This design comes from an exercise in tuning for small area and a short achievable clock period on the open sky130 flow, not from production work.
For this run, only the layout was checked, not whether the RTL still works.

===== run.sh =====
#!/bin/bash
# synth_recipe.tcl (not shown) runs the flow's synth.tcl, then flattens the netlist and writes it again
# the make line also repeats each setting of config.mk as NAME=value (left out here)
make -C /OpenROAD-flow-scripts/flow DESIGN_CONFIG=/design/flow/config.mk WORK_HOME=/design/flow/orfs CLKGATE_MAP_FILE= SYNTH_SCRIPT=/design/flow/synth_recipe.tcl finish

===== config.mk =====
export PLATFORM = sky130hd
export DESIGN_NAME = ks_vandana_fp_div
export DESIGN_NICKNAME = ks_vandana_fp_div
export VERILOG_FILES = /design/flow/design.v
export SDC_FILE = /design/flow/constraint.sdc
export NUM_CORES = 4
export LEC_CHECK = 0
export CAP_MARGIN = 20
export CORE_MARGIN = 2
export CORE_UTILIZATION = 40
export SLEW_MARGIN = 20
export SYNTH_HIERARCHICAL = 1

===== constraint.sdc =====
create_clock -name core_clock -period 120.0 [get_ports {clk}]
set_input_delay 24.0000 -clock core_clock [delete_from_list [all_inputs] [get_ports {clk}]]
set_output_delay 24.0000 -clock core_clock [all_outputs]
set_load 0.01 [all_outputs]

===== design.v =====
module ks_vandana_fp_div(
	a1,
	b1,
	c,
	clk
);
	input wire [31:0] a1;
	input wire [31:0] b1;
	input wire clk;
	output wire [31:0] c;
	localparam integer K1 = 3;
	wire        sc0 = a1[31] ^ b1[31];
	wire [7:0]  e0  = (a1[30:23] - b1[30:23]) + 8'd127;
	wire        q1  = a1[22] | ~b1[22];
	wire [26:0] ys [2:13];
	wire [26:0] yc [2:13];
	wire [23:0] mbv [1:13];
	wire [2:0]  dig [2:13];    
	wire [24:0] vs, vc;        
	assign mbv[1] = {1'b1, b1[22:0]};
	assign ys[2] = {2'b00, 1'b1, a1[22:0], q1};
	assign yc[2] = q1 ? ~{1'b0, 1'b1, b1[22:0], 2'b00} : 27'd0;
	reg        sc1, sc2;
	reg [7:0]  e1, e2;
	reg [22:0] mb1;
	reg [26:0] ys1, yc1;
	reg [24:0] vs2, vc2;
	reg        q1_1, q1_2;
	reg [3*K1-1:3] dg1;         
	reg [35:0] dg2;             
	genvar j;
	generate
		for (j = 2; j <= 13; j = j + 1) begin : step
			wire [26:0] s_in, c_in;
			wire [23:0] mb;
			if (j == K1 + 1) begin : from1
				assign s_in = ys1;
				assign c_in = yc1;
				assign mb = {1'b1, mb1};
			end else begin : direct
				assign s_in = ys[j];
				assign c_in = yc[j];
				assign mb = mbv[j-1];
			end
			assign mbv[j] = mb;
			wire qpos, two, one;
			r4_sel u_sel (.sh(s_in[26:20]), .ch(c_in[26:20]), .di(mb[22:20]),
				.qpos(qpos), .two(two), .one(one));
			wire [2:0] q = {qpos, two, one};
			wire [24:0] so, co;
			wire [24:0] mbl = {1'b0, mb};
			wire [24:0] mbh = {mb, 1'b0};
			genvar i;
			for (i = (j == 2) ? 0 : 2; i < 25; i = i + 1) begin : bt
				wire m = ((one & mbl[i]) | (two & mbh[i])) ^ qpos;
				r4_fa u_fa (.a(s_in[i]), .b(c_in[i]), .ci(m), .s(so[i]), .co(co[i]));
			end
			if (j > 2) begin : blo
				for (i = 0; i < 2; i = i + 1) begin : bl
					wire m = ((one & mbl[i]) | (two & mbh[i])) ^ qpos;
					assign so[i] = m;
					assign co[i] = 1'b0;
				end
			end
			wire [24:0] wc = {co[23:0], qpos};
			assign dig[j] = q;
			if (j < 13) begin : nxt
				assign ys[j+1] = {so, 2'b00};
				assign yc[j+1] = {wc, 2'b00};
			end else begin : last
				assign vs = so;
				assign vc = wc;
			end
		end
	endgenerate
	wire [3*12-1:0] dall;
	generate
		for (j = 2; j <= 13; j = j + 1) begin : gath
			assign dall[3*(13-j)+2:3*(13-j)] = dig[j];
		end
	endgenerate
	always @(posedge clk) begin
		sc1 <= sc0;
		e1 <= e0;
		mb1 <= b1[22:0];
		q1_1 <= q1;
		ys1 <= ys[K1+1];
		yc1 <= yc[K1+1];
		dg1 <= dall[35:36-3*(K1-1)];
		sc2 <= sc1;
		e2 <= e1;
		q1_2 <= q1_1;
		vs2 <= vs;
		vc2 <= vc;
		dg2 <= {dg1, dall[35-3*(K1-1):0]};
	end
	wire [35:0] dq = dg2;
	wire [24:0] qp, qn;
	assign qp[24] = q1_2;
	assign qn[24] = 1'b0;
	generate
		for (j = 2; j <= 13; j = j + 1) begin : conv
			wire [2:0] d = dq[3*(13-j)+2:3*(13-j)];
			assign qp[2*(13-j)+1:2*(13-j)] = d[2] ? d[1:0] : 2'b00;
			assign qn[2*(13-j)+1:2*(13-j)] = d[2] ? 2'b00 : d[1:0];
		end
	endgenerate
	wire [24:0] v = vs2 + vc2;
	wire [24:0] f = qp - qn - {24'd0, v[24]};
	wire [22:0] frac = f[23] ? f[22:0] : {f[21:0], 1'b0};
	wire [7:0]  ex = f[23] ? e2 : e2 - 8'd1;
	assign c = {sc2, ex, frac};
endmodule
module r4_sel(sh, ch, di, qpos, two, one);
input wire [6:0] sh; input wire [6:0] ch; input wire [2:0] di; output wire qpos, two, one;
wire [6:0] e = sh + ch;
wire ge1 = ~e[6] & (e[5] | e[4] | e[3] | (e[2] & (~di[2] | e[1])));
wire ge0 = ~e[6] | (e[5] & e[4] & e[3] & (e[2] | (di[2] ? (e[1] | e[0]) : (e[1] & e[0]))));
reg ge2, gem1;
always @(*) begin
  if (di[2]) begin
    if (di[1]) begin ge2 = ~e[6] & (e[5:0] >= 6'd22); gem1 = ~e[6] | (e[5:0] >= 6'd41); end
    else begin ge2 = ~e[6] & (e[5:0] >= 6'd19); gem1 = ~e[6] | (e[5:0] >= 6'd44); end
  end else begin
    case (di[1:0])
      2'd0: begin ge2 = ~e[6] & (e[5:0] >= 6'd12); gem1 = ~e[6] | (e[5:0] >= 6'd51); end
      2'd1: begin ge2 = ~e[6] & (e[5:0] >= 6'd14); gem1 = ~e[6] | (e[5:0] >= 6'd49); end
      2'd2: begin ge2 = ~e[6] & (e[5:0] >= 6'd15); gem1 = ~e[6] | (e[5:0] >= 6'd48); end
      default: begin ge2 = ~e[6] & (e[5:0] >= 6'd16); gem1 = ~e[6] | (e[5:0] >= 6'd46); end
    endcase
  end
end
assign qpos = ge1;
assign two = ge2 | ~gem1;
assign one = (ge1 & ~ge2) | (gem1 & ~ge0);
endmodule
module r4_fa(a, b, ci, s, co);
	input wire a;
	input wire b;
	input wire ci;
	output wire s;
	output wire co;
	assign s = a ^ b ^ ci;
	assign co = (a & b) | (a & ci) | (b & ci);
endmodule

==> flow_metrics.py <==
metrics = {
    "setup_path": {
        "r2r-end": "vs2[10]$_DFF_P_",
        "cpPeakStageDelay_ns": 0.87,
        "r2r_slack_ns": 82.00,
        "critPathKind": "flip-flop to flip-flop",
        "endpoint_kind": "flip-flop",
        "critPathMaxFanout": 25,
        "crit_arrival_ns": 38.34,
        "r2r-start": "ys1[20]$_DFF_P_",
        "cp_slowest_cell": "a21oi_2",
        "required_ns": 120.34,
        "critPathLaunchType": "flip-flop",
        "rr_worst_depth": 110,
    },
    "placed_design": {
        "io_buffers": 96,
        "hpwl_mm": 46.58,
        "dpl.cell_count": 3112,
        "finalWeightedCongestion": 0.8601,
    },
    "yosys": {
        "ys_top_cells_by_area": "fa_1, dfxtp_1, xnor2_1, a22oi_1, ha_1",
        "synth_cells": 2381,
        "synth-compound-area-share_pct": 23.03,
        "synth_top_family_by_area": "adder cells",
        "yosysWarnings": 8,
        "synthDistinctLibCells": 79,
        "syn_avg_cell_area_um2": 9.845,
        "syn_area_um2": 23440,
        "yosys.area.top_type": "fa_1",
        "synth_mux_area_share_pct": 1.212,
        "synthAdderAreaFrac_pct": 32.20,
        "yosysMostFrequentCell": "xnor2_1",
        "synth_xor_area_share_pct": 15.24,
        "yosysSeqAreaShare_pct": 15.12,
        "async_flop_share_pct": 0,
        "synth-seq-cells": 177,
        "synth_flop_cell": "dfxtp_1",
        "synth_edf_count": 0,
        "synthSimpleGateAreaFrac_pct": 8.903,
        "synth.top_cells.by_count": "xnor2_1, fa_1, a22oi_1",
        "synth_top_area_share_pct": 24.85,
    },
    "final_layout": {
        "drive_gt1_share_pct": 6.633,
        "diodes": 0,
        "syn_to_final_growth_pct": 9.656,
        "n_fill_cell": 5402,
        "finalNetCount": 2853,
        "final_cells": 3147,
    },
    "drt": {
        "drc_errors": 0,
        "ant_nets": 0,
        "wl_per_cell_um": 19.08,
        "vias": 18370,
        "drt_iter0_drc": 1106,
        "vias_per_cell": 5.838,
        "dr.pass1.iters": 7,
        "routed_wl_mm": 60.03,
    },
    "clock_tree": {
        "clock_latency_ns": 0.46,
        "cts-root-buf": "clkbuf_16",
        "cts_resized": 0,
        "cts_max_path_buffers": 2,
        "cts_sinks": 177,
        "postCtsSetupBuffers": 0,
        "numCtsBuffers": 17,
        "postCtsHoldBufs": 0,
        "cts_htree_levels": 4,
        "cts.clk_slew.worst_paths_ns": 0.07,
        "cts_tree": "done",
    },
    "global_route": {
        "met1_usage_pct": 26.02,
        "grt_pass1_vias": 18850,
        "grt_start_max_net_pins": 95,
        "top_usage_layer": "met2",
        "antenna_found_initial": 0,
        "grt_use_total_pct": 19.88,
        "grt_use_met2_pct": 34.58,
        "use_met3_pct": 2.113,
        "grt-ovfl-total": 0,
        "grt_pass1_wl_mm": 98.24,
    },
    "floorplan": {
        "dieWidth_um": 246.1,
        "core_region_area_um2": 57810,
        "die_h_um": 246.1,
        "die-area_um2": 60560,
        "rows": 88,
        "initial_core_util_pct": 40.55,
        "pin_count": 97,
    },
    "timing": {
        "rsz0062_at_grt": "no",
        "timing.fmax_mhz": 26.31,
        "setup_viol_count_final": 0,
        "period_share_pct": 31.67,
        "min_period_ns": 38.00,
        "setup-tns-final_ns": 0,
        "tightest_slew_ns": 1.094,
        "hold_violations": 0,
        "maxSlewHeadroom_pct": 26.89,
        "report.final.slew_viol_count": 0,
        "skew_ns": 0.01503,
    },
    "min_path": {
        "hold_end": "e2[6]$_DFF_P_",
        "whs_path_depth": 0,
        "holdCritPathClass": "flip-flop to flip-flop",
        "hp-start": "e1[6]$_DFF_P_",
    },
    "job": {
        "drv_cap": 0,
    },
    "outcome": {
        "outcome": "complete, no violations",
    },
}
==> Yosys stat by module (local to each module, per instance) <==
module	cells inside	cell area, um2	flops+latches	times used
ks_vandana_fp_div	1311	11700	177	1
r4_sel	66	514.2	0	12
r4_fa	1	20.02	0	278
==> per-layer routing <==
metal | vias up | wire length [um]
met2 | 440 | 29880
met4 | 0 | 1128
li1 | 8549 | -
met3 | 79 | 2291
met1 | 9303 | 26730
met5 | - | 0
==> sequential cells by signal (all words and copies together), names as in the netlist <==
name  count
dg1       6
dg2      36
e1        8
e2        8
mb1      23
sc1       1
sc2       1
vc2      22
vs2      25
yc1      22
ys1      25
==> cells in the final DEF, fill, tap and decap left out, types with 14 or more instances in the layout <==
master	synthesis	final
xnor2_1	348	348
fa_1	291	291
a22oi_1	264	264
dfxtp_1	177	174
ha_1	128	128
clkdlybuf4s50_1	0	96
nor2_1	88	88
a21oi_1	109	85
o21ai_0	74	74
inv_1	65	65
xor2_1	60	60
nand2_1	45	45
nand4_1	42	42
o21bai_1	40	40
a21o_1	27	27
or2_1	26	26
conb_1	2	25
nand2b_1	23	23
nor3_1	21	21
buf_4	3	19
a21oi_2	12	18
a21oi_4	0	18
clkbuf_16	0	17
or3_1	16	16
mux2i_1	16	16
nand4b_1	15	15
o21ai_1	14	14
and2_1	14	14
==> critical path: cells and delay by family, from the launching register on <==
family,cells,cell delay (ns)
AND/OR/NAND/NOR,12,7.08
flip-flops,1,0.33
AO/OA/AOI/OAI,48,13.57
XOR/XNOR,20,3.82
adder cells (fa/ha/maj),30,12.98
==> kinds of logic after synthesis <==
family | after synthesis
buf+inv | 237
fa+ha+maj | 431
flops | 177
mux | 27
xor+xnor | 408
other cells | 2
simple gates | 371
compound gates | 728
==> final cells by class <==
cell class / instances / area, um2 / area share, %
inverters: 65 / 244.0 / 0.9492
clock buffers: 17 / 425.4 / 1.655
repair buffers: 118 / 1174 / 4.566
clock inverters: 15 / 148.9 / 0.5792
multi-input cells: 1990 / 19210 / 74.73
well taps: 765 / 957.2 / 3.724
flip-flops and latches: 177 / 3547 / 13.80
==> per-stage QoR <==
step | utilization, % | hold slack [ns] | worst slack (ns) | area [um2]
2_1_floorplan | - | 0.3096 | 85.54 | 23530
3_3_place_gp | 43.27 | 0.3105 | 81.27 | 25020
3_5_place_dp | 43.29 | 0.3121 | 80.58 | 25020
4_1_cts | 44.28 | 0.3255 | 80.59 | 25600
5_1_grt | 44.47 | 0.3349 | 79.52 | 25700
6_report | 44.47 | 0.3239 | 82.00 | 25700
==> how the worst max path moves through the flow <==
| stage | to | start | cells past startpoint |
|---|---|---|---|
| 4_1_cts | vs2[13]$_DFF_P_ | ys1[20]$_DFF_P_ | 110 |
| 5_1_grt | vs2[5]$_DFF_P_ | ys1[20]$_DFF_P_ | 110 |
| 6_report | vs2[10]$_DFF_P_ | ys1[20]$_DFF_P_ | 110 |
| 3_3_place_gp | vs2[20]$_DFF_P_ | ys1[20]$_DFF_P_ | 110 |
| 2_1_floorplan | vs2[10]$_DFF_P_ | mb1[21]$_DFF_P_ | 117 |
| 3_5_place_dp | vs2[13]$_DFF_P_ | ys1[20]$_DFF_P_ | 110 |

afterwards: timing with drivers on the ports:
No port has a modelled driver above. Below, the same layout with a new extraction and two added sets of constraints. Step 1 sets driving cells, clkbuf_16 on the clock port and buf_2 on the other inputs (assumed; they add their load-dependent delay and slew). Step 2 also shifts input and output timing later by t, the mid clock arrival at the registers, as if the neighbouring blocks saw the same clock. a / b / c = ideal ports / drivers / drivers and shift; a / b = the first two.
shift t [ns]: 0.510
setup WS [ns]: 81.997 / 81.997 / 81.997
hold slack, ns: 0.324 / 0.324 / 0.324
clock arrival spread, ns: 0.015 / 0.015
worst slew at a driven data input, ns: 0.05
After both steps this run still meets setup and hold. The setup slack of this run moves by 0.000 ns with the drivers and by 0.000 ns with both steps.
